Context: an optimization exercise on an open-source flow, tuned for small area. The choices shown serve that exercise and are no tape-out recipe. The RTL was checked by simulation tests, not by an equivalence proof against the original design. No activity file was given, so power comes from the tool's default toggle rates.

$ cat design/flow/design.v
module median_filter (
    input rst,
    input [7:0] image_input,
    input enable,
    input enable_process,
    input clk,
    output [7:0] image_output
);
    localparam Depth = 8;  
    localparam Width = 6;  
    localparam N = Depth*Width;
    reg [8*N-1:0] ring;
    reg [3:0] row;
    reg [2:0] col;
    wire [8*N-1:0] ring_next;
    wire rotate = enable_process & ~enable;  
    wire shift = enable | enable_process;
    ring_step #(.N(N)) step (.ring(ring), .image_input(image_input),
        .load(enable), .rotate(rotate), .shift(shift), .hold(~shift),
        .ring_next(ring_next));
    always @(posedge clk)
        ring <= ring_next;
    wire top    = ~row[3] & ~row[0];
    wire bottom = row[3] & ~row[2];
    wire left   = ~col[2] & ~col[0];
    wire right  = col[2] & ~col[1];
    always @(posedge clk, posedge rst) begin
        if (rst) begin
            row <= 4'b1000;
            col <= 3'b100;
        end else if (enable_process) begin
            row <= {row[2:0], ~row[3]};
            if (bottom)
                col <= {col[1:0], ~col[2]};
        end
    end
    wire [7:0] x [0:8];
    wire [8:0] valid;
    assign x[0] = ring[7:0];  assign valid[0] = 1'b1;               
    assign x[1] = ring[15:8];  assign valid[1] = ~top;               
    assign x[2] = ring[383:376]; assign valid[2] = ~bottom;            
    assign x[3] = ring[71:64];  assign valid[3] = ~left;              
    assign x[4] = ring[327:320]; assign valid[4] = ~right;             
    assign x[5] = ring[79:72];  assign valid[5] = ~(top | left);      
    assign x[6] = ring[63:56];  assign valid[6] = ~(bottom | left);   
    assign x[7] = ring[335:328]; assign valid[7] = ~(top | right);     
    assign x[8] = ring[319:312]; assign valid[8] = ~(bottom | right);  
    function maj9(input [8:0] v);
        reg lo0, lo1, lo2, me0, me1, me2, hi0, hi1, hi2;
        begin
            lo0 = v[0] & v[1] & v[2]; me0 = (v[0] & v[1]) | (v[0] & v[2]) | (v[1] & v[2]); hi0 = v[0] | v[1] | v[2];
            lo1 = v[3] & v[4] & v[5]; me1 = (v[3] & v[4]) | (v[3] & v[5]) | (v[4] & v[5]); hi1 = v[3] | v[4] | v[5];
            lo2 = v[6] & v[7] & v[8]; me2 = (v[6] & v[7]) | (v[6] & v[8]) | (v[7] & v[8]); hi2 = v[6] | v[7] | v[8];
            lo0 = lo0 | lo1 | lo2;
            me0 = (me0 & me1) | (me0 & me2) | (me1 & me2);
            hi0 = hi0 & hi1 & hi2;
            maj9 = (lo0 & me0) | (lo0 & hi0) | (me0 & hi0);
        end
    endfunction
    reg [8:0] e, lo, hi;
    reg [7:0] m;
    integer b;
    always @* begin
        lo = ~valid;
        hi = 9'd0;
        for (b = 7; b >= 0; b = b - 1) begin
            e = hi | (~lo & {x[8][b], x[7][b], x[6][b], x[5][b], x[4][b],
                             x[3][b], x[2][b], x[1][b], x[0][b]});
            m[b] = maj9(e);
            hi = hi | (e & {9{~m[b]}});
            lo = lo | (~e & {9{m[b]}});
        end
    end
    assign image_output = m;
endmodule
module ring_step #(parameter N = 48) (
    input [8*N-1:0] ring,
    input [7:0] image_input,
    input load,
    input rotate,
    input shift,
    input hold,
    output [8*N-1:0] ring_next
);
    assign ring_next[7:0] = ({8{load}} & image_input) | ({8{rotate}} & ring[8*N-1 -: 8]) |
                            ({8{hold}} & ring[7:0]);
    assign ring_next[8*N-1:8] = ({8*N-8{shift}} & ring[8*N-9:0]) | ({8*N-8{hold}} & ring[8*N-1:8]);
endmodule
$ cat design/flow/flow/run.sh
#!/bin/bash
# Layout flow: the standard flow (standard.sh) with
#  - synthesis mapped by an area-oriented ABC script (flow/my_synth.tcl,
#    flow/area.abc); registers are the standard synthesis's,
#  - clock tree synthesis without dummy loads, with small clock buffers,
#  - the smallest buffer for the port buffers,
# Each tool writes its full log under orfs/logs/; make's output goes to run.log.
set -euo pipefail
W=$PWD
export MY_ABC_SCRIPT=$W/flow/area.abc
export FLOW_SYNTH_TCL=$W/synth_recipe.tcl
CTS="-sink_clustering_enable -repair_clock_nets -dont_use_dummy_load -buf_list sky130_fd_sc_hd__clkbuf_8 -sink_clustering_size 16 -sink_clustering_max_diameter 35"
bash standard.sh SYNTH_SCRIPT=$W/flow/my_synth.tcl "CTS_ARGS=$CTS" \
  "BUFFER_PORTS_ARGS=-buffer_cell sky130_fd_sc_hd__buf_1" \
  finish > run.log 2>&1
$ cat design/flow/flow/area.abc
strash
&get -n
&deepsyn -I 4 -J 20 -S 1
&st
&dch
&nf -R 1000
&put
topo
$ cat design/flow/flow/my_synth.tcl
# The standard synthesis (synth_recipe.tcl, sourced unchanged below) with
# one change: the final technology mapping (the abc command of ORFS's
# synth.tcl) uses the area-oriented ABC script MY_ABC_SCRIPT in place of
# ORFS's, without ABC's buffering and up-sizing. Registers are mapped before
# this step (dfflibmap), so they are the standard synthesis's.
proc abc {args} {
  set i [lsearch -exact $args -script]
  if {$i >= 0} { lset args [expr {$i + 1}] $::env(MY_ABC_SCRIPT) }
  puts "abc with $::env(MY_ABC_SCRIPT): $args"
  yosys abc {*}$args
}
source $::env(FLOW_SYNTH_TCL)
$ cat design/flow/standard.sh
#!/bin/bash
# synth_recipe.tcl (not shown) runs the flow's synth.tcl, then flattens the netlist and writes it again
# the make line also repeats each setting of config.mk as NAME=value (left out here)
make -C /OpenROAD-flow-scripts/flow DESIGN_CONFIG=/design/flow/config.mk WORK_HOME=/design/flow/orfs CLKGATE_MAP_FILE= SYNTH_SCRIPT=/design/flow/synth_recipe.tcl "${@:-finish}"
$ cat design/flow/config.mk
export PLATFORM = sky130hd
export DESIGN_NAME = median_filter
export DESIGN_NICKNAME = median_filter
export VERILOG_FILES = /design/flow/design.v
export SDC_FILE = /design/flow/constraint.sdc
export NUM_CORES = 8
export LEC_CHECK = 0
export ABC_AREA = 1
export CAP_MARGIN = 20
export CORE_MARGIN = 2
export CORE_UTILIZATION = 60
export PLACE_DENSITY = 0.7
export SLEW_MARGIN = 20
export SYNTH_HIERARCHICAL = 1
$ cat design/flow/constraint.sdc
create_clock -name core_clock -period 50.0 [get_ports {clk}]
set_input_delay 10.0000 -clock core_clock [delete_from_list [all_inputs] [get_ports {clk}]]
set_output_delay 10.0000 -clock core_clock [all_outputs]
set_load 0.01 [all_outputs]
==> out/qor.yml, run 1 <==
slew_violations: 0
syn-cell-area_sq_mm: 0.0134
r2r_cells: 3
p_total_mw: 0.791
start_kind: "flip-flop"
vias_per_cell: 6.19
drive_gt1_frac: 0.0445
synth_edf_count: 0
crit_top_cell: "maj3_1"
worst-r2r-setup-slack_ps: 48670
yosysSeqAreaShare: 0.585
grt_max_degree: 259
core_area_sq_mm: 0.0219
grt_pass1_vias: 8832
outcome: "timing/DRC/antenna clean"
fmax_mhz: 39.5
final_cells: 1538
drc: 0
port_buffers: 19
wl_per_cell_um: 16.6
end_kind: "output pin"
max_cap_violations: 0
start_util: 0.614
drt_iter0_markers: 772
antenna_found_initial: 0
finalHoldViolCount: 0
hold_path.class: "reg -> reg"
dr.pass1.iters: 6
p_leak_nw: 5.83
clockRootBuffer: "clkbuf_8"
grt_first_pass_wirelength_mm: 43.7
critPathMaxFanout: 19
reg2reg_to: "col[1]$_DFFE_PP0P_"
yosys_warnings: 7
placementRows: 54
slowest_stage: "a21oi_1"
avgSynthCellArea_sq_um: 11.3
rsz0062_at_grt: "false"
ios: 20
cts_tree: "yes"
yosysTopAreaCell: "dfxtp_1"
synth_top_area_share: 0.572
fin_crit_sh: 0.506
area_delta_synth_final_pct: 8.37
clock_latency_ps: 570
tns_ps: 0
ir_worst_vdd_mv: 0.0315
cts.clk_slew.worst_paths_ps: 90
synth.area.top_cells: "dfxtp_1 (57%), a22o_1 (25%), nand2_1 (3.2%), a21oi_1 (1.4%), o21ai_0 (1.3%)"
cts_hold_buf: 0
ys_ff_latch: 391
cp_data_required_time_ps: 40000
clk_path_buf_depth: 3
tightest_slew_ps: 1070
critPathLaunch: "col[0]$_DFFE_PP0P_"
synthCells: 1187
clock_sinks: 391
yosys.cell_types.count: 35
finalSetupViolCount: 0
die_h_um: 154
async_flop_share: 0.0179
dieArea_sq_mm: 0.0236
place.detailed.hpwl_mm: 15.4
cts.repair.resized: 0
nNetsFinal: 1272
finalCriticalPeriod_ps: 25290
cpPeakStageDelay_ps: 810
routabilityCongestion: 0.829
diodes: 0
grt_use_total: 0.216
power_density_mw_per_mm2: 54.3
crit_type: "reg -> out"
reg2reg_from: "row[3]$_DFFE_PP1P_"
skew_ps: 68.6
drt-total-wl_mm: 25.5
slew_headroom: 0.288
syn-num-nets: 1199
dr_total_vias: 9515
ys.flop_type: "dfxtp_1"
dieWidth_um: 154
endpoint: "image_output[0]"
crit_arrival_ps: 15290
post_cts_buffers: 0
dp.cells: 1492
grt_remaining_overflow: 0
cts_buffers: 46
ant_nets: 0
h-tree-depth: 2
-- synthesized netlist by cell type (3+ instances only) --
| library cell | count |
|---|---|
| maj3_1 | 16 |
| o21a_1 | 21 |
| a32oi_1 | 4 |
| a31oi_1 | 17 |
| nor2_1 | 37 |
| o21ai_0 | 35 |
| o211ai_1 | 10 |
| a222oi_1 | 8 |
| nor2b_1 | 4 |
| a21boi_0 | 9 |
| clkinv_1 | 26 |
| and2_0 | 4 |
| a22oi_1 | 3 |
| mux2_1 | 5 |
| a21o_1 | 5 |
| a21oi_1 | 38 |
| o22ai_1 | 5 |
| dfrtp_1 | 5 |
| nand3_1 | 22 |
| o221a_1 | 7 |
| nand2_1 | 115 |
| nor3_1 | 13 |
| a22o_1 | 379 |
| dfxtp_1 | 384 |
-- flip-flops by register name, indices dropped and copies added (netlist names) --
signal and flops:
col 3, ring 384, row 4
-- worst min-delay path by stage --
stage                            startpoint           endpoint  cells after the start
final                     ring[297]$_DFF_P_  ring[305]$_DFF_P_                      1
after global routing       ring[52]$_DFF_P_   ring[60]$_DFF_P_                      1
after CTS                  ring[22]$_DFF_P_   ring[30]$_DFF_P_                      1
after detailed placement  ring[133]$_DFF_P_  ring[141]$_DFF_P_                      1
after global placement    ring[215]$_DFF_P_  ring[223]$_DFF_P_                      1
after floorplan            ring[92]$_DFF_P_  ring[100]$_DFF_P_                      1
-- metal layers --
metal | part of all wire | vias up | wire [um] | track usage
li1 | - | 4818 | - | -
met1 | 0.53 | 4491 | 13500 | 0.332
met2 | 0.41 | 160 | 10500 | 0.311
met3 | 0.038 | 46 | 977 | 0.0372
met4 | 0.020 | 0 | 504 | 0.0642
met5 | 0 | - | 0 | 0
-- cell type report --
| type | count | area, sq um |
|---|---|---|
| inverter | 26 | 105 |
| tap | 280 | 350 |
| clock buffer | 46 | 633 |
| fill | 1756 | 7320 |
| multi-input combinational | 770 | 5490 |
| sequential | 391 | 7870 |
| timing repair buffer | 25 | 133 |
-- per-stage QoR --
stage | hold WS, ps | cell area (sq um) | setup WS (ps) | utilization
2_1_floorplan | 440 | 13400 | 17150 | -
3_3_place_gp | 446 | 13900 | 25690 | 0.637
3_5_place_dp | 449 | 13900 | 25350 | 0.637
4_1_cts | 429 | 14600 | 24750 | 0.666
5_1_grt | 455 | 14600 | 22950 | 0.666
6_report | 436 | 14600 | 24710 | 0.666
-- report_power, final --
part / leakage [nW] / internal (mW) / switching [mW]
clock network: 0.331 / 0.0814 / 0.0964
registers: 3.22 / 0.367 / 0.0339
logic: 2.28 / 0.0896 / 0.122
total: 5.83 / 0.539 / 0.252
-- cells in the final DEF (no fill, tap or decap), types with 7 or more instances in the layout --
master	count
nor3_1	13
a21boi_0	9
a222oi_1	8
o21a_1	21
clkinv_1	25
o221a_1	7
a21oi_1	38
nand3_1	22
clkbuf_8	46
nand2_1	115
maj3_1	16
nor2_1	37
dfxtp_1	384
o21ai_0	34
o211ai_1	10
buf_1	19
a31oi_1	17
a22o_1	379
-- kinds of logic (layout without fill, tap and decap cells) --
logic type               after synthesis  count (layout)  share of synthesized area
buffers and inverters                 26              97                    0.00726
AND/OR/NAND/NOR                      202             202                     0.0625
multiplexers                           5               5                    0.00419
adder cells (fa/ha/maj)               16              16                     0.0119
AO/OA/AOI/OAI                        547             547                      0.329
flip-flops                           391             391                      0.585
-- critical path, delay by kind of cell, from the launching register on --
kind / cells / cell delay, ps
compound gates: 23 / 6080
fa+ha+maj: 11 / 3820
buf+inv: 10 / 2450
flops: 1 / 420
simple gates: 17 / 1960
==> run 2, diff against run 1 <==
--- a/design/flow/flow/run.sh
+++ b/design/flow/flow/run.sh
@@ -10,5 +10,5 @@
 export MY_ABC_SCRIPT=$W/flow/area.abc
 export FLOW_SYNTH_TCL=$W/synth_recipe.tcl
-CTS="-sink_clustering_enable -repair_clock_nets -dont_use_dummy_load -buf_list sky130_fd_sc_hd__clkbuf_8 -sink_clustering_size 16 -sink_clustering_max_diameter 35"
+CTS="-sink_clustering_enable -repair_clock_nets -dont_use_dummy_load -buf_list sky130_fd_sc_hd__clkbuf_4 -sink_clustering_size 11 -sink_clustering_max_diameter 45"
 bash standard.sh SYNTH_SCRIPT=$W/flow/my_synth.tcl "CTS_ARGS=$CTS" \
   "BUFFER_PORTS_ARGS=-buffer_cell sky130_fd_sc_hd__buf_1" \
==> run 2 against run 1 <==
  * Utilization fell by 1.4 points
  * Combinational power barely moved
  * Worst setup slack got worse by 130 ps
  * Largest power group unchanged
  * Power fell by 6.1%
  * Largest cell class unchanged
==> out/qor.yml, run 2 <==
outcome: "timing/DRC/antenna clean"
synthCells: 1187  # unchanged
reg.largest.list: "ring: 384 flops, row: 4 flops, col: 3 flops"
place_area_sq_mm: 0.0139  # unchanged
cts_hold_buf: 0  # unchanged
busiest_layer: "met1"
clock_sinks: 391  # unchanged
dieWidth_um: 154  # unchanged
post_cts_buffers: 0  # unchanged
finalHoldViolCount: 0  # unchanged
mostFrequentLayoutCells: "dfxtp_1 (384), a22o_1 (379), nand2_1 (115)"
p_total_mw: 0.743  # -6.1%
core_area_sq_mm: 0.0219  # unchanged
drive_gt1_frac: 0.0430  # -0.00152
drc: 0  # unchanged
ant_nets: 0  # unchanged
syn-cell-area_sq_mm: 0.0134  # unchanged
use_met2: 0.302  # -0.00910
fmax_mhz: 39.3  # -0.50%
slowest_stage: "a21oi_1"
dr.pass1.iters: 7  # +1
ys.flop_type: "dfxtp_1"
fin_crit_sh: 0.508  # +0.00256
slew_violations: 0  # unchanged
crit_arrival_ps: 15410  # +120 ps
power_density_mw_per_mm2: 52.0  # -4.1%
pwr-share-clk: 0.176  # -0.049
rsz0062_at_grt: "false"
cts.repair.resized: 0  # unchanged
die_h_um: 154  # unchanged
cpPeakStageDelay_ps: 810  # about the same
port_buffers: 19  # unchanged
cts_tree: "yes"
hold_path.class: "reg -> reg"
yosys-top-cells-count: "dfxtp_1 (384), a22o_1 (379), nand2_1 (115), a21oi_1 (38), nor2_1 (37)"
nNetsFinal: 1270  # -0.16%
end_kind: "output pin"
synth.area.top_cells: "dfxtp_1 (57%), a22o_1 (25%), nand2_1 (3.2%), a21oi_1 (1.4%), o21ai_0 (1.3%)"
yosys_warnings: 7  # unchanged
finalSetupViolCount: 0  # unchanged
avgSynthCellArea_sq_um: 11.3  # unchanged
h-tree-depth: 2  # unchanged
ios: 20  # unchanged
grt_first_pass_wirelength_mm: 43.4  # -0.65%
sw_frac_of_total: 0.330  # +0.0115
yosysSeqAreaShare: 0.585  # unchanged
area_delta_synth_final_pct: 6.14
start_kind: "flip-flop"
antenna_found_initial: 1  # +1
ir_worst_vdd_mv: 0.0268  # -15%
p_seq_frac: 0.540  # +0.032
cts_buffers: 44  # -4.3%
syn-num-nets: 1199  # unchanged
use_met1: 0.335  # +0.00317
cp_data_required_time_ps: 40000  # about the same
final-seq-area_sq_mm: 0.00787  # unchanged
critPathMaxFanout: 19  # unchanged
synth.most_common_cell: "dfxtp_1"
slew_headroom: 0.291  # +0.00263
grt_remaining_overflow: 0  # unchanged
wl_per_cell_um: 16.5  # -0.84%
grt_pass1_vias: 8755  # -0.87%
final_common_cell: "dfxtp_1"
final_util: 0.652  # -0.0137
start_util: 0.614  # unchanged
dp.cells: 1492  # unchanged
skew_ps: 62.2  # -6.43 ps
combPwrFrac: 0.284  # +0.017
yosysTopAreaCell: "dfxtp_1"
max_cap_violations: 0  # unchanged
final_area_sq_mm: 0.0143  # -2.1%
grt_use_total: 0.214  # -0.00205
grt_max_degree: 259  # unchanged
clock_latency_ps: 630  # +60 ps
place.detailed.hpwl_mm: 15.4  # unchanged
synth_top_area_share: 0.572  # unchanged
largest_reg_flops: 384  # unchanged
crit_top_cell: "maj3_1"
largest-register: "ring"
vias_per_cell: 6.17  # -0.30%
crit_type: "reg -> out"
ys_ff_latch: 391  # unchanged
yosys.cell_types.count: 35  # unchanged
tightest_slew_ps: 1060  # -3.94 ps
grtUsageMet3: 0.0358  # -0.00141
routabilityCongestion: 0.829  # unchanged
clk_path_buf_depth: 3  # unchanged
internal-power_mw: 0.497  # -7.7%
drt_iter0_markers: 771  # -0.13%
drt-total-wl_mm: 25.3  # -0.91%
p_sw_mw: 0.245  # -2.7%
finalCriticalPeriod_ps: 25410  # +128 ps
synth_edf_count: 0  # unchanged
placementRows: 54  # unchanged
fillers: 1793  # +2.1%
multi_input_area_sq_mm: 0.00549  # unchanged
final_cells: 1537  # -0.065%
tns_ps: 0  # unchanged
worst-r2r-setup-slack_ps: 48650  # -20 ps
p_leak_nw: 5.70  # -2.2%
clockRootBuffer: "clkbuf_4"
dieArea_sq_mm: 0.0236  # unchanged
cts.clk_slew.worst_paths_ps: 110  # +20 ps
async_flop_share: 0.0179  # unchanged
dr_total_vias: 9480  # -0.37%
==> run 2: cell counts after synthesis <==
No cell type changed its count.
==> run 2: critical path: cells and delay by family (launching register included) <==
kind                       cells  cell delay (ps)
AOI/OAI and AO/OA             24             5870
adders and majority gates     10             3610
buffers and inverters         10             2470
and+or+nand+nor               19             2240
DFF                            1              580
==> run 2: cell families after synthesis <==
logic type      count (synthesis)  synth area share
buf+inv                        26           0.00726
fa+ha+maj                      16            0.0119
compound gates                547             0.329
simple gates                  202            0.0625
mux                             5           0.00419
flops                         391             0.585
==> run 2: worst paths after layout <==
| path | startpoint | to | depth (start not counted) |
|---|---|---|---|
| min in group asynchronous | rst | row[2]$_DFFE_PP0P_ | 2 |
| worst min register to register | ring[190]$_DFF_P_ | ring[198]$_DFF_P_ | 1 |
| worst max register to register | row[3]$_DFFE_PP1P_ | col[1]$_DFFE_PP0P_ | 3 |
| max in group asynchronous | rst | row[3]$_DFFE_PP1P_ | 2 |
| worst max-delay path | row[3]$_DFFE_PP1P_ | image_output[0] | 63 |
| worst min-delay path | ring[190]$_DFF_P_ | ring[198]$_DFF_P_ | 1 |
==> run 2: power groups by stage <==
stage	clock network [mW]	logic (mW)	registers, mW
after floorplan	0	0.169	0.397
after global placement	0	0.206	0.406
after detailed placement	0	0.209	0.407
after CTS	0.138	0.210	0.400
after global routing	0.148	0.238	0.408
final	0.131	0.211	0.401
==> run 2: cell type report <==
class,instances,area share
Timing Repair Buffer,25,0.00929
Sequential cell,391,0.551
Antenna cell,1,0.000175
Tap cell,280,0.0245
Multi-Input combinational cell,770,0.384
Clock buffer,44,0.0231
Inverter,26,0.00736
==> run 2: metal layers <==
layer	wire length, um	up-vias
li1	-	4815
met5	0	-
met2	10300	159
met1	13600	4461
met3	891	45
met4	531	0
==> run 2: through the flow <==
stage | hold WS (ps) | setup slack (ps)
final | 404 | 24590
after floorplan | 440 | 17150
after global routing | 425 | 22800
after global placement | 446 | 25690
after CTS | 415 | 24580
after detailed placement | 449 | 25350
==> run 3, diff against run 2 <==
--- a/design/flow/flow/run.sh
+++ b/design/flow/flow/run.sh
@@ -10,5 +10,5 @@
 export MY_ABC_SCRIPT=$W/flow/area.abc
 export FLOW_SYNTH_TCL=$W/synth_recipe.tcl
-CTS="-sink_clustering_enable -repair_clock_nets -dont_use_dummy_load -buf_list sky130_fd_sc_hd__clkbuf_4 -sink_clustering_size 11 -sink_clustering_max_diameter 45"
+CTS="-sink_clustering_enable -repair_clock_nets -dont_use_dummy_load -buf_list sky130_fd_sc_hd__clkbuf_4 -sink_clustering_size 12 -sink_clustering_max_diameter 35"
 bash standard.sh SYNTH_SCRIPT=$W/flow/my_synth.tcl "CTS_ARGS=$CTS" \
   "BUFFER_PORTS_ARGS=-buffer_cell sky130_fd_sc_hd__buf_1" \
--- a/design/flow/config.mk
+++ b/design/flow/config.mk
@@ -9,6 +9,6 @@
 export CAP_MARGIN = 20
 export CORE_MARGIN = 2
-export CORE_UTILIZATION = 60
-export PLACE_DENSITY = 0.7
+export CORE_UTILIZATION = 75
+export PLACE_DENSITY = 0.85
 export SLEW_MARGIN = 20
 export SYNTH_HIERARCHICAL = 1
==> run 3 against run 2 <==
  * Global-route usage grew 8.6 points
  * Clock power is essentially flat
  * Via count grew 5.9%
  * Non-clock buffer count grew 3
  * Critical path depth shrank 2
  * Register-to-register slack gained 50 ps
  * Fmax grew 0.55%
  * Final area shrank 0.46%
  * Sequential share of layout area grew 0.26 points
  * Worst hold slack gained 18 ps
  * Synthesized cell count is the same
==> out/qor.yml, run 3 <==
tightest_slew_ps: 991  # -72.7 ps
grt_pass1_vias: 9417  # +7.6%
ios: 20  # unchanged
synthCells: 1187  # unchanged
wl_met2_mm: 13.5  # +31%
synth_top_family_by_area: "compound AO/OA/AOI/OAI gates"
vias_per_cell: 6.77  # +9.7%
synth-compound-area-share: 0.329  # unchanged
dieArea_sq_mm: 0.0190  # -20%
mostFrequentLayoutCells: "dfxtp_1 (384), a22o_1 (379), nand2_1 (115)"
clock_latency_ps: 670  # +40 ps
h-tree-depth: 2  # unchanged
slew_violations: 0  # unchanged
avgSynthCellArea_sq_um: 11.3  # unchanged
clock_sinks: 391  # unchanged
drt_iter0_markers: 834  # +8.2%
antenna_found_initial: 1  # unchanged
clk_path_buf_depth: 3  # unchanged
tns_ps: 0  # unchanged
cts.clk_slew.worst_paths_ps: 110  # about the same
end_kind: "output pin"
synth.most_common_cell: "dfxtp_1"
crit_arrival_ps: 15270  # -140 ps
dr_total_vias: 10000  # +5.9%
cts_tree: "yes"
outcome: "timing/DRC/antenna clean"
ys.flop_type: "dfxtp_1"
synthSimpleGateAreaFrac: 0.0625  # unchanged
grt_remaining_overflow: 0  # unchanged
ys_ff_latch: 391  # unchanged
power_density_mw_per_mm2: 52.9  # +1.6%
place.detailed.hpwl_mm: 18.1  # +17%
syn-num-nets: 1199  # unchanged
fmax_mhz: 39.6  # +0.55%
yosysTopAreaCell: "dfxtp_1"
synth_top_area_share: 0.572  # unchanged
post_cts_buffers: 0  # unchanged
port_buffers: 19  # unchanged
final_common_cell: "dfxtp_1"
clockRootBuffer: "clkbuf_4"
cts.repair.resized: 0  # unchanged
rsz0062_at_grt: "false"
p_sw_mw: 0.254  # +3.5%
cpPeakStageDelay_ps: 770  # -40 ps
nNetsFinal: 1272  # +0.16%
r2r_cells: 3  # unchanged
wl_met3_mm: 1.34  # +51%
placementRows: 48  # -11%
grt_use_total: 0.300  # +0.0863
wl_met1_mm: 13.3  # -2.2%
fin_crit_sh: 0.505  # -0.00280
finalSetupViolCount: 0  # unchanged
final_cells: 1484  # -3.4%
combPwrFrac: 0.287  # +0.003
cp_data_required_time_ps: 40000  # about the same
synthAdderAreaFrac: 0.0119  # unchanged
synth.area.top_cells: "dfxtp_1 (57%), a22o_1 (25%), nand2_1 (3.2%), a21oi_1 (1.4%), o21ai_0 (1.3%)"
yosys.cell_types.count: 35  # unchanged
place_area_sq_mm: 0.0139  # -0.42%
grt_first_pass_wirelength_mm: 46.1  # +6.2%
p_seq_frac: 0.541  # about the same
async_flop_share: 0.0179  # unchanged
skew_ps: 64.9  # +2.75 ps
slowest_stage: "a21oi_1"
grt_max_degree: 139  # -46%
core_area_sq_mm: 0.0174  # -20%
synth_xor_area_frac: 0  # unchanged
die_h_um: 138  # -10%
multi_input_area_sq_mm: 0.00549  # unchanged
finalCriticalPeriod_ps: 25270  # -140 ps
wl_per_cell_um: 19.4  # +18%
ir_worst_vdd_mv: 0.0415  # +55%
synth_edf_count: 0  # unchanged
drt-total-wl_mm: 28.7  # +13%
sw_frac_of_total: 0.338  # +0.00760
cts_buffers: 43  # -2.3%
yosys-top-cells-count: "dfxtp_1 (384), a22o_1 (379), nand2_1 (115), a21oi_1 (38), nor2_1 (37)"
holdPathStages: 1  # unchanged
yosys_warnings: 7  # unchanged
dr.pass1.iters: 5  # -2
start_util: 0.772  # +0.158
critPathMaxFanout: 19  # unchanged
pwr-share-clk: 0.172  # -0.004
top_layer_used: "met4"
synth_mux_area_frac: 0.00419  # unchanged
routabilityCongestion: 0.858  # +3.5%
final_util: 0.816  # +0.164
yosysSeqAreaShare: 0.585  # unchanged
start_kind: "flip-flop"
cts_hold_buf: 0  # unchanged
largest_reg_flops: 384  # unchanged
internal-power_mw: 0.497  # about the same
final-seq-area_sq_mm: 0.00787  # unchanged
max_cap_violations: 0  # unchanged
reg.largest.list: "ring: 384 flops, row: 4 flops, col: 3 flops"
slew_headroom: 0.340  # +0.0485
p_leak_nw: 5.71  # about the same
syn-cell-area_sq_mm: 0.0134  # unchanged
drc: 0  # unchanged
finalHoldViolCount: 0  # unchanged
area_delta_synth_final_pct: 5.65
fillers: 935  # -48%
crit_type: "reg -> out"
hold_path.class: "reg -> reg"
largest-register: "ring"
drive_gt1_frac: 0.0445  # +0.00152
ant_nets: 0  # unchanged
final_area_sq_mm: 0.0142  # -0.46%
dp.cells: 1440  # -3.5%
dieWidth_um: 138  # -10%
-- run 3: cell counts after synthesis --
No cell type changed its count.
-- run 3: area by class of cell --
| class | instances | share of cell area |
|---|---|---|
| Inverter | 26 | 0.00740 |
| Sequential cell | 391 | 0.554 |
| Tap cell | 225 | 0.0198 |
| Antenna cell | 1 | 0.000176 |
| Timing Repair Buffer | 28 | 0.0100 |
| Clock buffer | 43 | 0.0227 |
| Multi-Input combinational cell | 770 | 0.386 |
-- run 3: metal layers --
| layer | GRT usage | up-vias |
|---|---|---|
| li1 | - | 4840 |
| met1 | 0.419 | 4884 |
| met4 | 0.0981 | 0 |
| met2 | 0.479 | 261 |
| met5 | 0 | - |
| met3 | 0.0515 | 59 |
-- run 3: kinds of logic (layout without fill, tap and decap cells) --
logic type,Yosys count,in the layout
compound gates,547,547
fa+ha+maj,16,16
buf+inv,26,97
flops,391,391
mux,5,5
other cells,0,1
simple gates,202,202
-- run 3: critical path, delay by kind of cell (launching register included) --
kind / cells / cell delay (ps)
AOI/OAI and AO/OA: 24 / 5900
adders and majority gates: 10 / 3640
buffers and inverters: 9 / 2330
and+or+nand+nor: 18 / 2190
DFF: 1 / 580
-- run 3: stage by stage --
| stage | hold WS (ps) | power, mW | worst slack, ps |
|---|---|---|---|
| after floorplan | 440 | 0.566 | 17150 |
| after global placement | 445 | 0.609 | 25880 |
| after detailed placement | 452 | 0.621 | 25480 |
| after CTS | 419 | 0.749 | 24770 |
| after global routing | 444 | 0.792 | 23340 |
| final | 422 | 0.751 | 24730 |
-- run 3: path summary, 6_finish.rpt --
check / from / to / slack, ps
setup / recovery: col[2]$_DFFE_PP1P_ / image_output[0] / 24730
hold / removal: ring[342]$_DFF_P_ / ring[350]$_DFF_P_ / 420
setup reg to reg: row[3]$_DFFE_PP1P_ / col[1]$_DFFE_PP0P_ / 48700
hold reg to reg: ring[342]$_DFF_P_ / ring[350]$_DFF_P_ / 420
max in group asynchronous: rst / row[3]$_DFFE_PP1P_ / 40500
min in group asynchronous: rst / col[0]$_DFFE_PP0P_ / 9230
-- run 3: power by group through the flow --
stage | logic, mW | registers (mW) | clock network, mW
after floorplan | 0.169 | 0.397 | 0
after global placement | 0.204 | 0.405 | 0
after detailed placement | 0.210 | 0.411 | 0
after CTS | 0.212 | 0.405 | 0.132
after global routing | 0.237 | 0.411 | 0.143
final | 0.216 | 0.406 | 0.129
==> run 4, diff against run 3 <==
--- a/design/flow/flow/run.sh
+++ b/design/flow/flow/run.sh
@@ -10,5 +10,5 @@
 export MY_ABC_SCRIPT=$W/flow/area.abc
 export FLOW_SYNTH_TCL=$W/synth_recipe.tcl
-CTS="-sink_clustering_enable -repair_clock_nets -dont_use_dummy_load -buf_list sky130_fd_sc_hd__clkbuf_4 -sink_clustering_size 12 -sink_clustering_max_diameter 35"
+CTS="-sink_clustering_enable -repair_clock_nets -dont_use_dummy_load -buf_list sky130_fd_sc_hd__clkbuf_8 -sink_clustering_size 20 -sink_clustering_max_diameter 40"
 bash standard.sh SYNTH_SCRIPT=$W/flow/my_synth.tcl "CTS_ARGS=$CTS" \
   "BUFFER_PORTS_ARGS=-buffer_cell sky130_fd_sc_hd__buf_1" \
--- a/design/flow/config.mk
+++ b/design/flow/config.mk
@@ -9,6 +9,6 @@
 export CAP_MARGIN = 20
 export CORE_MARGIN = 2
-export CORE_UTILIZATION = 75
-export PLACE_DENSITY = 0.85
+export CORE_UTILIZATION = 70
+export PLACE_DENSITY = 0.8
 export SLEW_MARGIN = 20
 export SYNTH_HIERARCHICAL = 1
==> run 4 against run 3 <==
  * Still clean
  * First-iteration DRC count decreased by 17%
  * Synthesized area unchanged
  * Combinational power decreased by 2%
  * Sequential share of layout area decreased by 0.36 points
  * Clock power increased by about 10%
  * Final area increased by 0.66%
  * Sequential power decreased by 1%
  * Die area increased by 6.9%
  * Worst hold slack improved by 2.2 ps
  * Largest power group unchanged
  * Highest routed layer unchanged
==> out/qor.yml, run 4 <==
top_layer_used: "met4"
power_density_mw_per_mm2: 52.9  # about the same
cp_num_buf_inv: 9  # unchanged
tns_ps: 0  # unchanged
syn-cell-area_sq_mm: 0.0134  # unchanged
final_area_sq_mm: 0.0143  # +0.66%
dieArea_sq_mm: 0.0203  # +6.9%
crit_arrival_ps: 15910  # +640 ps
finalSetupViolCount: 0  # unchanged
dr.pass1.iters: 5  # unchanged
cts_buffers: 31  # -28%
vias_per_cell: 6.46  # -4.5%
synth.area.top_cells: "dfxtp_1 (57%), a22o_1 (25%), nand2_1 (3.2%), a21oi_1 (1.4%), o21ai_0 (1.3%)"
min_to: "ring[53]$_DFF_P_"
synth_edf_count: 0  # unchanged
critPathMaxFanout: 19  # unchanged
finalCriticalPeriod_ps: 25910  # +635 ps
hold_path.class: "reg -> reg"
pre_cts_slack_ps: 24870  # -605 ps
crit_top_cell: "maj3_1"
avgSynthCellArea_sq_um: 11.3  # unchanged
die_h_um: 143  # +3.4%
drc: 0  # unchanged
h-tree-depth: 1  # -1
async_flop_share: 0.0179  # unchanged
synth.most_common_cell: "dfxtp_1"
p_leak_nw: 5.72  # +0.25%
synth_top_area_share: 0.572  # unchanged
grt_remaining_overflow: 0  # unchanged
grt_pass1_vias: 8706  # -7.6%
ant_nets: 0  # unchanged
yosys.cell_types.count: 35  # unchanged
cts_tree: "yes"
place_area_sq_mm: 0.0139  # about the same
wl_met3_um: 839  # -37%
yosysTopAreaCell: "dfxtp_1"
wl_met1_mm: 12.7  # -4.1%
yosys-top-cells-count: "dfxtp_1 (384), a22o_1 (379), nand2_1 (115), a21oi_1 (38), nor2_1 (37)"
drive_gt1_frac: 0.0338  # -0.0108
crit_type: "reg -> out"
path_delay_family: "compound AO/OA/AOI/OAI gates"
skew_ps: 92.8  # +27.9 ps
reg2reg_from: "row[3]$_DFFE_PP1P_"
tightest_slew_ps: 1070  # +76.4 ps
grt_first_pass_wirelength_mm: 41.8  # -9.4%
syn-num-nets: 1199  # unchanged
final_util: 0.762  # -0.0537
outcome: "timing/DRC/antenna clean"
slew_violations: 0  # unchanged
dieWidth_um: 143  # +3.4%
cpPeakStageDelay_ps: 820  # +50 ps
final_common_cell: "dfxtp_1"
r2r_cells: 3  # unchanged
clk_path_buf_depth: 3  # unchanged
cts_hold_buf: 0  # unchanged
dr_total_vias: 9555  # -4.9%
largest_reg_flops: 384  # unchanged
cp_data_required_time_ps: 40000  # about the same
start_kind: "flip-flop"
max_cap_violations: 0  # unchanged
clock_sinks: 391  # unchanged
slowest_stage: "a21oi_1"
wl_met2_mm: 10.9  # -19%
yosysSeqAreaShare: 0.585  # unchanged
grt_max_degree: 180  # +29%
nNetsFinal: 1258  # -1.1%
grt_use_total: 0.243  # -0.0570
largest-register: "ring"
start_util: 0.717  # -0.0556
antenna_found_initial: 0  # -1
wl_per_cell_um: 17.0  # -12%
rsz0062_at_grt: "false"
yosys_warnings: 7  # unchanged
ios: 20  # unchanged
placementRows: 50  # +4.2%
cts.clk_slew.worst_paths_ps: 100  # about the same
mostFrequentLayoutCells: "dfxtp_1 (384), a22o_1 (379), nand2_1 (115)"
drt_iter0_markers: 694  # -17%
reg2reg_to: "col[1]$_DFFE_PP0P_"
reg.largest.list: "ring: 384 flops, row: 4 flops, col: 3 flops"
ys_ff_latch: 391  # unchanged
fin_ws_ps: 24090  # -635 ps
synthCells: 1187  # unchanged
cts.repair.resized: 0  # unchanged
ir_worst_vdd_mv: 0.0342  # -18%
core_area_sq_mm: 0.0188  # +7.8%
drt-total-wl_mm: 25.1  # -13%
clock_latency_ps: 610  # -60 ps
slew_headroom: 0.289  # -0.0509
routabilityCongestion: 0.881  # +2.7%
p_total_mw: 0.756  # +0.67%
end_kind: "output pin"
diodes: 0  # -1
clockRootBuffer: "clkbuf_8"
post_cts_buffers: 0  # unchanged
holdPathStages: 1  # unchanged
finalHoldViolCount: 0  # unchanged
ys.flop_type: "dfxtp_1"
area_delta_synth_final_pct: 6.35
port_buffers: 19  # unchanged
hp-start: "ring[45]$_DFF_P_"
worst-r2r-setup-slack_ps: 48640  # -60 ps
fin_crit_sh: 0.518  # +0.0127
place.detailed.hpwl_mm: 15.9  # -12%
fmax_mhz: 38.6  # -2.5%
[run 4: cell count changes in the layout (fill, tap and decap cells not counted)]
cell      change
buf_4         -1
buf_6         -1
diode_2       -1
clkbuf_4     -43
clkbuf_8     +31
[run 4: worst max-delay path by stage]
stage | slack (ps) | cells past startpoint | end | from
floorplan | 17150 | 4 | ring[0]$_DFF_P_ | enable
global placement | 25270 | 62 | image_output[0] | row[3]$_DFFE_PP1P_
detailed placement | 24870 | 60 | image_output[0] | col[2]$_DFFE_PP1P_
CTS | 24220 | 62 | image_output[0] | row[3]$_DFFE_PP1P_
global route | 22570 | 62 | image_output[0] | row[3]$_DFFE_PP1P_
finish | 24090 | 60 | image_output[0] | col[2]$_DFFE_PP1P_
[run 4: cells by family (layout without fill, tap and decap cells)]
logic type / after synthesis / after routing / share of synthesized area
compound gates: 547 / 547 / 0.329
flops: 391 / 391 / 0.585
simple gates: 202 / 202 / 0.0625
buf+inv: 26 / 83 / 0.00726
fa+ha+maj: 16 / 16 / 0.0119
mux: 5 / 5 / 0.00419
[run 4: per-stage QoR]
step | instances | hold WS [ps]
global route | 1478 | 426
finish | 1478 | 425
floorplan | 1187 | 440
detailed placement | 1447 | 450
CTS | 1478 | 430
global placement | 1447 | 446
[run 4: report_power, final]
part / switching [mW] / total (mW) / internal [mW]
registers: 0.0347 / 0.402 / 0.367
logic: 0.123 / 0.212 / 0.0896
clock network: 0.0871 / 0.142 / 0.0550
[run 4: area by class of cell]
cell class	instances	area (sq um)
Multi-Input combinational cell	770	5490
Tap cell	234	293
Clock buffer	31	427
Inverter	26	105
Timing Repair Buffer	26	124
Sequential cell	391	7870
Fill cell	1275	4470
[run 4: per-layer routing]
metal,up-vias,track usage
li1,4783,-
met4,0,0.0688
met2,173,0.369
met5,-,0
met3,47,0.0333
met1,4552,0.365
==> run 5, diff against run 4 <==
--- a/design/flow/flow/run.sh
+++ b/design/flow/flow/run.sh
@@ -10,5 +10,5 @@
 export MY_ABC_SCRIPT=$W/flow/area.abc
 export FLOW_SYNTH_TCL=$W/synth_recipe.tcl
-CTS="-sink_clustering_enable -repair_clock_nets -dont_use_dummy_load -buf_list sky130_fd_sc_hd__clkbuf_8 -sink_clustering_size 20 -sink_clustering_max_diameter 40"
+CTS="-sink_clustering_enable -repair_clock_nets -dont_use_dummy_load -buf_list sky130_fd_sc_hd__clkbuf_4 -sink_clustering_size 11 -sink_clustering_max_diameter 35"
 bash standard.sh SYNTH_SCRIPT=$W/flow/my_synth.tcl "CTS_ARGS=$CTS" \
   "BUFFER_PORTS_ARGS=-buffer_cell sky130_fd_sc_hd__buf_1" \
==> run 5 against run 4 <==
  * Synthesized cell count is the same
  * Die area is the same
  * Flip-flop and latch count unchanged
  * Sequential share of layout area increased by 0.30 points
  * Power shrank 1.6%
  * Utilization fell by 0.42 points
  * First-iteration DRC count is 1.3% higher
  * Final area is 0.55% lower
  * Via count about the same
  * Largest cell class unchanged
  * Highest routed layer unchanged
==> out/qor.yml, run 5 <==
outcome: "timing/DRC/antenna clean"
synth_top_area_share: 0.572  # unchanged
place_area_sq_mm: 0.0139  # unchanged
grt_first_pass_wirelength_mm: 42.0  # +0.68%
ys_ff_latch: 391  # unchanged
syn-cell-area_sq_mm: 0.0134  # unchanged
syn-num-nets: 1199  # unchanged
yosysTopAreaCell: "dfxtp_1"
cp_data_required_time_ps: 40000  # about the same
clockRootBuffer: "clkbuf_4"
place.detailed.hpwl_mm: 15.9  # unchanged
rsz0062_at_grt: "false"
synth_edf_count: 0  # unchanged
r2r_cells: 3  # unchanged
path_delay_family: "compound AO/OA/AOI/OAI gates"
cp_num_buf_inv: 9  # unchanged
dieWidth_um: 143  # unchanged
dieArea_sq_mm: 0.0203  # unchanged
critPathMaxFanout: 19  # unchanged
clock_latency_ps: 680  # +70 ps
fin_crit_sh: 0.520  # +0.00170
synth_xor_area_frac: 0  # unchanged
final_cells: 1494  # +1.1%
dp.cells: 1447  # unchanged
yosys.cell_types.count: 35  # unchanged
start_kind: "flip-flop"
core_area_sq_mm: 0.0188  # unchanged
min_to: "ring[222]$_DFF_P_"
synthAdderAreaFrac: 0.0119  # unchanged
slew_headroom: 0.287  # -0.00152
p_leak_nw: 5.71  # -0.20%
drt-total-wl_mm: 25.1  # +0.30%
end_kind: "output pin"
fmax_mhz: 38.5  # -0.33%
yosys_warnings: 7  # unchanged
crit_type: "reg -> out"
finalHoldViolCount: 0  # unchanged
slowest_stage: "a21oi_1"
skew_ps: 74.1  # -18.7 ps
start_util: 0.717  # unchanged
ios: 20  # unchanged
grt_max_degree: 180  # unchanged
cts_buffers: 46  # +48%
placementRows: 50  # unchanged
antenna_found_initial: 1  # +1
synth.area.top_cells: "dfxtp_1 (57%), a22o_1 (25%), nand2_1 (3.2%), a21oi_1 (1.4%), o21ai_0 (1.3%)"
holdPathStages: 1  # unchanged
crit_top_cell: "maj3_1"
grt_use_total: 0.247  # +0.00427
cpPeakStageDelay_ps: 820  # about the same
wl_per_cell_um: 16.8  # -0.77%
largest-register: "ring"
cts_hold_buf: 0  # unchanged
dr_total_vias: 9563  # +0.084%
async_flop_share: 0.0179  # unchanged
port_buffers: 19  # unchanged
ir_worst_vdd_mv: 0.0368  # +7.6%
clk_path_buf_depth: 3  # unchanged
synth-compound-area-share: 0.329  # unchanged
vias_per_cell: 6.40  # -0.99%
drive_gt1_frac: 0.0453  # +0.0115
tightest_slew_ps: 1070  # +2.28 ps
final_area_sq_mm: 0.0142  # -0.55%
hp-start: "ring[214]$_DFF_P_"
synth.most_common_cell: "dfxtp_1"
synth_top_family_by_area: "compound AO/OA/AOI/OAI gates"
ant_nets: 0  # unchanged
synthSimpleGateAreaFrac: 0.0625  # unchanged
drc: 0  # unchanged
p_total_mw: 0.744  # -1.6%
tns_ps: 0  # unchanged
nNetsFinal: 1273  # +1.2%
worst-r2r-setup-slack_ps: 48670  # +30 ps
h-tree-depth: 2  # +1
slew_violations: 0  # unchanged
area_delta_synth_final_pct: 5.76
reg2reg_from: "row[3]$_DFFE_PP1P_"
cts.repair.resized: 0  # unchanged
routabilityCongestion: 0.881  # unchanged
clock_sinks: 391  # unchanged
yosys-top-cells-count: "dfxtp_1 (384), a22o_1 (379), nand2_1 (115), a21oi_1 (38), nor2_1 (37)"
crit_arrival_ps: 15990  # +80 ps
grt_pass1_vias: 8837  # +1.5%
post_cts_buffers: 0  # unchanged
ys.flop_type: "dfxtp_1"
mostFrequentLayoutCells: "dfxtp_1 (384), a22o_1 (379), nand2_1 (115)"
power_density_mw_per_mm2: 52.3  # -1.1%
synthCells: 1187  # unchanged
reg2reg_to: "col[1]$_DFFE_PP0P_"
finalCriticalPeriod_ps: 25990  # +85.1 ps
grt_remaining_overflow: 0  # unchanged
finalSetupViolCount: 0  # unchanged
yosysSeqAreaShare: 0.585  # unchanged
die_h_um: 143  # unchanged
synth_mux_area_frac: 0.00419  # unchanged
largest_reg_flops: 384  # unchanged
hold_path.class: "reg -> reg"
cts.clk_slew.worst_paths_ps: 110  # about the same
max_cap_violations: 0  # unchanged
final_common_cell: "dfxtp_1"
cts_tree: "yes"
dr.pass1.iters: 5  # unchanged
avgSynthCellArea_sq_um: 11.3  # unchanged
reg.largest.list: "ring: 384 flops, row: 4 flops, col: 3 flops"
drt_iter0_markers: 703  # +1.3%
==> run 5: cell counts after synthesis <==
Identical to the previous run, type by type.
==> run 5: stage by stage <==
stage	util	setup WS, ps	hold slack [ps]
after global routing	0.758	22470	446
after CTS	0.758	24070	424
final	0.758	24010	429
after floorplan	-	17150	440
after global placement	0.739	25270	446
after detailed placement	0.739	24870	450
==> run 5: logic make-up after synthesis <==
family / Yosys count
AOI/OAI and AO/OA: 547
DFF: 391
muxes: 5
buffers and inverters: 26
adders and majority gates: 16
and+or+nand+nor: 202
==> run 5: where the power goes <==
part / switching, mW / internal (mW) / leakage [nW] / total (mW)
registers: 0.0344 / 0.367 / 3.22 / 0.401
clock network: 0.0883 / 0.0424 / 0.212 / 0.131
logic: 0.122 / 0.0896 / 2.27 / 0.212
total: 0.245 / 0.499 / 5.71 / 0.744
==> run 5: worst max path at each step <==
stage / to / slack, ps / cells after the start / start
2_1_floorplan: ring[0]$_DFF_P_ / 17150 / 4 / enable
3_3_place_gp: image_output[0] / 25270 / 62 / row[3]$_DFFE_PP1P_
3_5_place_dp: image_output[0] / 24870 / 60 / col[2]$_DFFE_PP1P_
4_1_cts: image_output[0] / 24070 / 60 / col[2]$_DFFE_PP1P_
5_1_grt: image_output[0] / 22470 / 62 / row[3]$_DFFE_PP1P_
6_report: image_output[0] / 24010 / 60 / col[2]$_DFFE_PP1P_
==> run 5: per-layer routing <==
layer,up-vias,global-route usage,part of all wire
li1,4828,-,-
met1,4515,0.364,0.50
met2,174,0.371,0.44
met3,46,0.0417,0.040
met4,0,0.0849,0.020
met5,-,0,0
==> run 5: final cells by class <==
class                   count  area [sq um]
multi-input cells         770          5490
inverters                  26           105
diodes                      1          2.50
fillers                  1308          4550
repair buffers             26           124
flip-flops and latches    391          7870
well taps                 234           293
clock buffers              46           345
==> run 6, diff against run 5 <==
--- a/design/flow/flow/run.sh
+++ b/design/flow/flow/run.sh
@@ -10,5 +10,5 @@
 export MY_ABC_SCRIPT=$W/flow/area.abc
 export FLOW_SYNTH_TCL=$W/synth_recipe.tcl
-CTS="-sink_clustering_enable -repair_clock_nets -dont_use_dummy_load -buf_list sky130_fd_sc_hd__clkbuf_4 -sink_clustering_size 11 -sink_clustering_max_diameter 35"
+CTS="-sink_clustering_enable -repair_clock_nets -dont_use_dummy_load -buf_list sky130_fd_sc_hd__clkbuf_4 -sink_clustering_size 12 -sink_clustering_max_diameter 40"
 bash standard.sh SYNTH_SCRIPT=$W/flow/my_synth.tcl "CTS_ARGS=$CTS" \
   "BUFFER_PORTS_ARGS=-buffer_cell sky130_fd_sc_hd__buf_1" \
==> run 6 against run 5 <==
  * Worst setup slack lost 110 ps
  * Worst hold slack lost 25 ps
  * Critical path depth is the same
  * First-iteration DRC count shrank 7.1%
  * Global-route usage grew 0.054 points
  * Via count grew 0.40%
  * Critical path type unchanged
  * Critical endpoint unchanged
==> out/qor.yml, run 6 <==
outcome: "timing/DRC/antenna clean"
post_cts_buffers: 0  # unchanged
tns_ps: 0  # unchanged
cts.repair.resized: 0  # unchanged
critPathLaunch: "col[2]$_DFFE_PP1P_"
syn-cell-area_sq_mm: 0.0134  # unchanged
drive_gt1_frac: 0.0415  # -0.00381
crit_top_cell: "maj3_1"
top_layer_used: "met4"
routabilityCongestion: 0.881  # unchanged
clk_path_buf_depth: 3  # unchanged
largest-register: "ring"
skew_ps: 69.2  # -4.86 ps
core_area_sq_mm: 0.0188  # unchanged
yosysSeqAreaShare: 0.585  # unchanged
finalHoldViolCount: 0  # unchanged
drt-total-wl_mm: 25.2  # +0.18%
wl_met2_mm: 11.0  # +0.90%
multi_input_area_sq_mm: 0.00549  # unchanged
reg2reg_from: "row[3]$_DFFE_PP1P_"
synth.area.top_cells: "dfxtp_1 (57%), a22o_1 (25%), nand2_1 (3.2%), a21oi_1 (1.4%), o21ai_0 (1.3%)"
synth_edf_count: 0  # unchanged
dieWidth_um: 143  # unchanged
power_density_mw_per_mm2: 52.1  # -0.48%
h-tree-depth: 2  # unchanged
cts.clk_slew.worst_paths_ps: 120  # about the same
largest_reg_flops: 384  # unchanged
hold_path.class: "reg -> reg"
wl_met3_mm: 1.07  # +5.3%
port_buffers: 19  # unchanged
grt_remaining_overflow: 0  # unchanged
drc: 0  # unchanged
sw_frac_of_total: 0.330  # +0.00104
vias_per_cell: 6.45  # +0.73%
slew_violations: 0  # unchanged
drt_iter0_markers: 653  # -7.1%
p_leak_nw: 5.69  # -0.40%
clockRootBuffer: "clkbuf_4"
die_h_um: 143  # unchanged
dr_total_vias: 9601  # +0.40%
final_common_cell: "dfxtp_1"
p_sw_mw: 0.244  # -0.43%
hp-start: "ring[230]$_DFF_P_"
cpPeakStageDelay_ps: 850  # +30 ps
async_flop_share: 0.0179  # unchanged
clock_latency_ps: 650  # -30 ps
fin_crit_sh: 0.522  # +0.00224
pre_cts_slack_ps: 24870  # unchanged
slew_headroom: 0.261  # -0.0265
antenna_found_initial: 1  # unchanged
wl_per_cell_um: 16.9  # +0.51%
ir_worst_vdd_mv: 0.0338  # -8.2%
yosys-top-cells-count: "dfxtp_1 (384), a22o_1 (379), nand2_1 (115), a21oi_1 (38), nor2_1 (37)"
placementRows: 50  # unchanged
ios: 20  # unchanged
dr.pass1.iters: 5  # unchanged
internal-power_mw: 0.495  # -0.89%
crit_arrival_ps: 16110  # +120 ps
ant_nets: 0  # unchanged
nNetsFinal: 1268  # -0.39%
yosysTopAreaCell: "dfxtp_1"
area_delta_synth_final_pct: 5.48
syn-num-nets: 1199  # unchanged
critPathMaxFanout: 19  # unchanged
avgSynthCellArea_sq_um: 11.3  # unchanged
synth_top_area_share: 0.572  # unchanged
finalCriticalPeriod_ps: 26110  # +112 ps
start_kind: "flip-flop"
fin_ws_ps: 23890  # -112 ps
synthCells: 1187  # unchanged
mostFrequentLayoutCells: "dfxtp_1 (384), a22o_1 (379), nand2_1 (115)"
ys_ff_latch: 391  # unchanged
dieArea_sq_mm: 0.0203  # unchanged
wl_met1_mm: 12.6  # -0.56%
clock_sinks: 391  # unchanged
start_util: 0.717  # unchanged
p_total_mw: 0.738  # -0.74%
cts_tree: "yes"
grt_pass1_vias: 8806  # -0.35%
final-seq-area_sq_mm: 0.00787  # unchanged
synth.most_common_cell: "dfxtp_1"
place.detailed.hpwl_mm: 15.9  # unchanged
max_cap_violations: 0  # unchanged
tightest_slew_ps: 1110  # +39.7 ps
fillers: 1309  # +0.076%
reg.largest.list: "ring: 384 flops, row: 4 flops, col: 3 flops"
slowest_stage: "a21oi_1"
grt_use_total: 0.248  # +0.000543
crit_type: "reg -> out"
cts_hold_buf: 0  # unchanged
combPwrFrac: 0.287  # +0.002
cp_data_required_time_ps: 40000  # about the same
yosys.cell_types.count: 35  # unchanged
grt_first_pass_wirelength_mm: 42.0  # about the same
p_seq_frac: 0.544  # +0.004
fmax_mhz: 38.3  # -0.43%
pwr-share-clk: 0.169  # -0.007
grt_max_degree: 180  # unchanged
cts_buffers: 41  # -11%
ys.flop_type: "dfxtp_1"
finalSetupViolCount: 0  # unchanged
rsz0062_at_grt: "false"
yosys_warnings: 7  # unchanged
end_kind: "output pin"
worst-r2r-setup-slack_ps: 48690  # +20 ps
[run 6: cell counts after synthesis]
No cell type changed its count.
[run 6: metrics by stage]
step	utilization	cells	hold WS, ps	area, sq um
5_1_grt	0.756	1489	414	14200
2_1_floorplan	-	1187	440	13400
3_3_place_gp	0.739	1447	446	13900
6_report	0.756	1489	404	14200
4_1_cts	0.756	1488	403	14200
3_5_place_dp	0.739	1447	450	13900
[run 6: area by class of cell]
class,instances,area share
flip-flops and latches,391,0.554
multi-input cells,770,0.387
clock buffers,41,0.0217
well taps,234,0.0206
repair buffers,26,0.00873
inverters,26,0.00741
diodes,1,0.000176
[run 6: cells by family after synthesis]
kind of cell | synth area share
AO/OA/AOI/OAI | 0.329
adder cells (fa/ha/maj) | 0.0119
buffers and inverters | 0.00726
flip-flops | 0.585
multiplexers | 0.00419
AND/OR/NAND/NOR | 0.0625
[run 6: power groups by stage]
stage / Sequential (mW) / Clock (mW) / Combinational (mW)
floorplan: 0.397 / 0 / 0.169
global placement: 0.405 / 0 / 0.203
detailed placement: 0.408 / 0 / 0.209
CTS: 0.401 / 0.130 / 0.210
global route: 0.409 / 0.142 / 0.236
finish: 0.402 / 0.125 / 0.212
[run 6: worst max-delay path: cells and delay by family, from the launching register on]
family,cells,cell delay (ps)
AO/OA/AOI/OAI,25,6650
adder cells (fa/ha/maj),10,3580
buffers and inverters,9,2560
AND/OR/NAND/NOR,16,2060
flip-flops,1,590
[run 6: worst paths after layout]
check	end	cells past startpoint
worst max register to register	col[1]$_DFFE_PP0P_	3
min in group asynchronous	col[0]$_DFFE_PP0P_	2
worst max-delay path	image_output[0]	60
max in group asynchronous	row[3]$_DFFE_PP1P_	2
worst min register to register	ring[238]$_DFF_P_	1
worst min-delay path	ring[238]$_DFF_P_	1
[run 6: metal layers]
metal / track usage / up-vias
li1: - / 4818
met1: 0.365 / 4559
met2: 0.371 / 184
met3: 0.0437 / 40
met4: 0.0839 / 0
met5: 0 / -
==> run 7, diff against run 6 <==
==> design/flow/flow/area.abc (replaced) <==
strash
&get -n
&deepsyn -I 4 -J 20 -S 1
&st
&dch
&nf -R 1000 -C 32 -F 8
&put
topo
==> run 7 against run 6 <==
  * Power shrank 0.41%
  * Non-clock buffer count decreased by 3
  * First-iteration DRC count fell by 4.3%
  * Clock power hardly changed
==> out/qor.yml, run 7 <==
outcome: "timing/DRC/antenna clean"
drive_gt1_frac: 0.0432  # +0.00173
crit_type: "reg -> out"
finalCriticalPeriod_ps: 25330  # -779 ps
synthCells: 1162  # -2.1%
hp-start: "ring[52]$_DFF_P_"
dr_total_vias: 9466  # -1.4%
synth_top_area_share: 0.574  # +0.00278
grt_remaining_overflow: 0  # unchanged
power_density_mw_per_mm2: 52.0  # about the same
clock_sinks: 391  # unchanged
end_kind: "output pin"
dieArea_sq_mm: 0.0202  # -0.47%
rsz0062_at_grt: "false"
post_cts_buffers: 0  # unchanged
nNetsFinal: 1241  # -2.1%
slowest_stage: "a21oi_2"
multi_input_area_sq_mm: 0.00541  # -1.4%
clock_latency_ps: 670  # +20 ps
h-tree-depth: 2  # unchanged
die_h_um: 142  # -0.23%
p_leak_nw: 5.64  # -0.91%
largest-register: "ring"
avgSynthCellArea_sq_um: 11.5  # +1.7%
yosys_warnings: 7  # unchanged
dr.pass1.iters: 5  # unchanged
core_area_sq_mm: 0.0187  # -0.33%
hold_path.class: "reg -> reg"
async_flop_share: 0.0179  # unchanged
critPathMaxFanout: 19  # unchanged
cts.clk_slew.worst_paths_ps: 120  # about the same
top_layer_used: "met4"
fin_crit_sh: 0.507  # -0.0156
ys.flop_type: "dfxtp_1"
drt_iter0_markers: 625  # -4.3%
wl_met3_um: 990  # -7.0%
antenna_found_initial: 1  # unchanged
final_common_cell: "dfxtp_1"
finalHoldViolCount: 0  # unchanged
skew_ps: 117  # +47.7 ps
yosys-top-cells-count: "dfxtp_1 (384), a22o_1 (377), a21oi_1 (58), nand2_1 (52), o21ai_0 (52)"
fillers: 1309  # unchanged
routabilityCongestion: 0.838  # -4.8%
start_util: 0.715  # -0.00108
drt-total-wl_mm: 24.9  # -1.3%
max_cap_violations: 0  # unchanged
fmax_mhz: 39.5  # +3.1%
clk_path_buf_depth: 3  # unchanged
ir_worst_vdd_mv: 0.0330  # -2.4%
grt_pass1_vias: 8593  # -2.4%
cts_tree: "yes"
syn-num-nets: 1174  # -2.1%
yosysSeqAreaShare: 0.588  # +0.00284
clockRootBuffer: "clkbuf_4"
cp_data_required_time_ps: 40000  # about the same
vias_per_cell: 6.47  # +0.41%
wl_met1_mm: 12.6  # about the same
ios: 20  # unchanged
wl_per_cell_um: 17.0  # +0.53%
ant_nets: 0  # unchanged
yosysTopAreaCell: "dfxtp_1"
cts_hold_buf: 0  # unchanged
final-seq-area_sq_mm: 0.00787  # unchanged
start_kind: "flip-flop"
slew_violations: 0  # unchanged
yosys.cell_types.count: 39  # +11%
final_area_sq_mm: 0.0141  # -0.35%
tns_ps: 0  # unchanged
drc: 0  # unchanged
reg2reg_from: "row[3]$_DFFE_PP1P_"
place.detailed.hpwl_mm: 15.6  # -1.6%
dieWidth_um: 142  # -0.23%
largest_reg_flops: 384  # unchanged
crit_top_cell: "maj3_1"
wl_met2_mm: 10.8  # -2.3%
port_buffers: 19  # unchanged
finalSetupViolCount: 0  # unchanged
placementRows: 50  # unchanged
crit_arrival_ps: 15330  # -780 ps
synth_edf_count: 0  # unchanged
synth.area.top_cells: "dfxtp_1 (57%), a22o_1 (25%), a21oi_1 (2.2%), o21ai_0 (1.9%), nand2_1 (1.5%)"
place_area_sq_mm: 0.0138  # -0.54%
mostFrequentLayoutCells: "dfxtp_1 (384), a22o_1 (377), a21oi_1 (56)"
grt_max_degree: 235  # +31%
reg.largest.list: "ring: 384 flops, row: 4 flops, col: 3 flops"
critPathLaunch: "row[3]$_DFFE_PP1P_"
ys_ff_latch: 391  # unchanged
grt_first_pass_wirelength_mm: 41.2  # -1.9%
syn-cell-area_sq_mm: 0.0134  # -0.48%
synth.most_common_cell: "dfxtp_1"
cpPeakStageDelay_ps: 570  # -280 ps
cts.repair.resized: 0  # unchanged
grt_use_total: 0.243  # -0.00526
area_delta_synth_final_pct: 5.62
tightest_slew_ps: 923  # -186 ps
cts_buffers: 42  # +2.4%
slew_headroom: 0.384  # +0.124
run 7: logic make-up (layout without fill, tap and decap cells):
group | Yosys count | count (layout) | share of synthesized area
flip-flops | 391 | 391 | 0.588
other | 0 | 1 | 0
buffers and inverters | 33 | 98 | 0.00926
adder cells (fa/ha/maj) | 18 | 18 | 0.0135
multiplexers | 5 | 5 | 0.00421
AO/OA/AOI/OAI | 581 | 581 | 0.342
AND/OR/NAND/NOR | 134 | 134 | 0.0430
run 7: layout make-up:
type                            count  share of cell area
Antenna cell                        1            0.000177
Timing Repair Buffer               23             0.00832
Tap cell                          234              0.0207
Multi-Input combinational cell    738               0.383
Clock buffer                       42              0.0223
Inverter                           33             0.00929
Sequential cell                   391               0.556
run 7: power by group:
group | total [mW] | internal [mW] | switching, mW | leakage, nW
combinational | 0.208 | 0.0863 | 0.122 | 2.22
sequential | 0.401 | 0.367 | 0.0343 | 3.22
clock | 0.126 | 0.0388 | 0.0872 | 0.193
run 7: final timing paths:
path,to,slack (ps),cells after the start
max,image_output[0],24670,52
min,ring[60]$_DFF_P_,400,1
min in group asynchronous,col[1]$_DFFE_PP0P_,9220,2
min reg2reg,ring[60]$_DFF_P_,400,1
max reg2reg,col[1]$_DFFE_PP0P_,48310,3
max in group asynchronous,col[2]$_DFFE_PP1P_,40550,2
run 7: stage by stage:
step	utilization	setup WS [ps]	std cells	power [mW]	hold WS, ps
after global placement	0.738	25500	1419	0.605	447
after floorplan	-	17150	1162	0.561	440
after CTS	0.755	23990	1461	0.737	376
final	0.756	24670	1462	0.735	403
after global routing	0.756	23240	1462	0.784	416
after detailed placement	0.738	24810	1419	0.612	451
run 7: worst max-delay path: cells and delay by family (launching register included):
kind	cells	cell delay [ps]
and+or+nand+nor	7	1390
AOI/OAI and AO/OA	29	7680
adders and majority gates	9	3880
DFF	1	400
buffers and inverters	7	1350
run 7: per-layer routing:
metal	track usage	up-vias
li1	-	4744
met1	0.362	4495
met2	0.361	181
met3	0.0397	46
met4	0.0800	0
met5	0	-
==> run 8, diff against run 7 <==
--- a/design/flow/config.mk
+++ b/design/flow/config.mk
@@ -8,4 +8,6 @@
 export ABC_AREA = 1
 export CAP_MARGIN = 20
+export CELL_PAD_IN_SITES_DETAIL_PLACEMENT = 0
+export CELL_PAD_IN_SITES_GLOBAL_PLACEMENT = 0
 export CORE_MARGIN = 2
 export CORE_UTILIZATION = 70
==> run 8 against run 7 <==
  * Register-to-register slack barely moved
  * Synthesized cell count did not move
  * Power did not move
  * Clock skew did not move
  * Worst setup slack did not move
  * Utilization did not move
==> out/qor.yml, run 8 <==
reg2reg_from: "row[3]$_DFFE_PP1P_"
vias_per_cell: 6.47  # unchanged
cts_buffers: 42  # unchanged
avgSynthCellArea_sq_um: 11.5  # unchanged
critPathMaxFanout: 19  # unchanged
yosys.cell_types.count: 39  # unchanged
clock_sinks: 391  # unchanged
cts.repair.resized: 0  # unchanged
slew_headroom: 0.384  # unchanged
combPwrFrac: 0.283  # about the same
r2r_cells: 3  # unchanged
p_seq_frac: 0.546  # about the same
yosysSeqAreaShare: 0.588  # unchanged
start_util: 0.715  # unchanged
cp_data_required_time_ps: 40000  # about the same
syn-num-nets: 1174  # unchanged
end_kind: "output pin"
area_delta_synth_final_pct: 5.62  # unchanged
synthCells: 1162  # unchanged
p_total_mw: 0.735  # unchanged
critical_path_depth: 52  # unchanged
final_common_cell: "dfxtp_1"
clk_path_buf_depth: 3  # unchanged
die_h_um: 142  # unchanged
cts.clk_slew.worst_paths_ps: 120  # about the same
yosysTopAreaCell: "dfxtp_1"
h-tree-depth: 2  # unchanged
post_cts_buffers: 0  # unchanged
critPathLaunch: "row[3]$_DFFE_PP1P_"
reg2reg_to: "col[1]$_DFFE_PP0P_"
synth_edf_count: 0  # unchanged
placementRows: 50  # unchanged
largest-register: "ring"
start_kind: "flip-flop"
synth.area.top_cells: "dfxtp_1 (57%), a22o_1 (25%), a21oi_1 (2.2%), o21ai_0 (1.9%), nand2_1 (1.5%)"
dr_total_vias: 9466  # unchanged
clock_latency_ps: 670  # about the same
yosys_warnings: 7  # unchanged
crit_arrival_ps: 15330  # about the same
dieArea_sq_mm: 0.0202  # unchanged
cts_hold_buf: 0  # unchanged
drt-total-wl_mm: 24.9  # unchanged
finalHoldViolCount: 0  # unchanged
wl_per_cell_um: 17.0  # unchanged
synth.most_common_cell: "dfxtp_1"
rsz0062_at_grt: "false"
p_sw_mw: 0.243  # unchanged
routabilityCongestion: 0.838  # unchanged
finalSetupViolCount: 0  # unchanged
fmax_mhz: 39.5  # unchanged
antenna_found_initial: 1  # unchanged
slew_violations: 0  # unchanged
ir_worst_vdd_mv: 0.0330  # unchanged
worst-r2r-setup-slack_ps: 48310  # about the same
hold_path.class: "reg -> reg"
power_density_mw_per_mm2: 52.0  # unchanged
drt_iter0_markers: 625  # unchanged
place.detailed.hpwl_mm: 15.6  # unchanged
yosys-top-cells-count: "dfxtp_1 (384), a22o_1 (377), a21oi_1 (58), nand2_1 (52), o21ai_0 (52)"
dr.pass1.iters: 5  # unchanged
fin_ws_ps: 24670  # unchanged
grt_pass1_vias: 8593  # unchanged
grt_use_total: 0.243  # unchanged
sw_frac_of_total: 0.331  # unchanged
drc: 0  # unchanged
mostFrequentLayoutCells: "dfxtp_1 (384), a22o_1 (377), a21oi_1 (56)"
tightest_slew_ps: 923  # unchanged
grt_remaining_overflow: 0  # unchanged
tns_ps: 0  # unchanged
max_cap_violations: 0  # unchanged
hold-worst-slack_ps: 403  # unchanged
syn-cell-area_sq_mm: 0.0134  # unchanged
finalCriticalPeriod_ps: 25330  # unchanged
fin_crit_sh: 0.507  # unchanged
port_buffers: 19  # unchanged
outcome: "timing/DRC/antenna clean"
path_delay_family: "compound AO/OA/AOI/OAI gates"
ys_ff_latch: 391  # unchanged
clockRootBuffer: "clkbuf_4"
largest_reg_flops: 384  # unchanged
pre_cts_slack_ps: 24810  # unchanged
nNetsFinal: 1241  # unchanged
pwr-share-clk: 0.171  # about the same
core_area_sq_mm: 0.0187  # unchanged
synth_top_area_share: 0.574  # unchanged
cpPeakStageDelay_ps: 570  # about the same
cp_num_buf_inv: 7  # unchanged
crit_top_cell: "maj3_1"
ios: 20  # unchanged
cts_tree: "yes"
internal-power_mw: 0.492  # unchanged
crit_type: "reg -> out"
final_util: 0.756  # unchanged
p_leak_nw: 5.64  # unchanged
ys.flop_type: "dfxtp_1"
skew_ps: 117  # unchanged
fillers: 1309  # unchanged
grt_first_pass_wirelength_mm: 41.2  # unchanged
slowest_stage: "a21oi_2"
drive_gt1_frac: 0.0432  # unchanged
reg.largest.list: "ring: 384 flops, row: 4 flops, col: 3 flops"
ant_nets: 0  # unchanged
endpoint: "image_output[0]"
async_flop_share: 0.0179  # unchanged
grt_max_degree: 235  # unchanged
dieWidth_um: 142  # unchanged
run 8: cell counts in the layout (fill, tap and decap cells not counted):
Identical to the previous run, type by type.
run 8: kinds of logic (layout without fill, tap and decap cells):
group / after synthesis / in the layout / share of synthesized area
other cells: 0 / 1 / 0
buf+inv: 33 / 98 / 0.00926
compound gates: 581 / 581 / 0.342
mux: 5 / 5 / 0.00421
simple gates: 134 / 134 / 0.0430
flops: 391 / 391 / 0.588
fa+ha+maj: 18 / 18 / 0.0135
run 8: worst min-delay path by stage:
| stage | startpoint | endpoint | cells after the start |
|---|---|---|---|
| floorplan | ring[92]$_DFF_P_ | ring[100]$_DFF_P_ | 1 |
| global placement | ring[21]$_DFF_P_ | ring[29]$_DFF_P_ | 1 |
| detailed placement | ring[26]$_DFF_P_ | ring[34]$_DFF_P_ | 1 |
| CTS | ring[52]$_DFF_P_ | ring[60]$_DFF_P_ | 1 |
| global route | ring[52]$_DFF_P_ | ring[60]$_DFF_P_ | 1 |
| finish | ring[52]$_DFF_P_ | ring[60]$_DFF_P_ | 1 |
run 8: power groups by stage:
stage | clock network [mW] | registers (mW) | logic (mW)
2_1_floorplan | 0 | 0.397 | 0.164
3_3_place_gp | 0 | 0.405 | 0.200
3_5_place_dp | 0 | 0.408 | 0.204
4_1_cts | 0.131 | 0.401 | 0.206
5_1_grt | 0.143 | 0.408 | 0.233
6_report | 0.126 | 0.401 | 0.208
run 8: routing by layer:
layer,vias to the layer above,global-route usage,wire length (um),part of all wire
met5,-,0,0,0
met4,0,0.0800,479,0.019
met3,46,0.0397,990,0.040
met2,181,0.361,10800,0.43
met1,4495,0.362,12600,0.51
li1,4744,-,-,-
run 8: through the flow:
step / instances / cell area, sq um
6_report: 1462 / 14100
5_1_grt: 1462 / 14100
4_1_cts: 1461 / 14100
3_5_place_dp: 1419 / 13800
3_3_place_gp: 1419 / 13800
2_1_floorplan: 1162 / 13400
run 8: layout make-up:
type	count	area, sq um	share of cell area
inverter	33	131	0.00929
multi-input combinational	738	5410	0.383
antenna	1	2.50	0.000177
clock buffer	42	315	0.0223
sequential	391	7870	0.556
tap	234	293	0.0207
timing repair buffer	23	118	0.00832

Re-timed with assumed drivers on the ports (clkbuf_16 on the clock, buf_2 on other inputs), run 8 has 24.630 ns of setup slack against 24.673 ns with ideal ports, and 25.288 ns once port delays also move by the mid clock arrival of 0.657 ns.
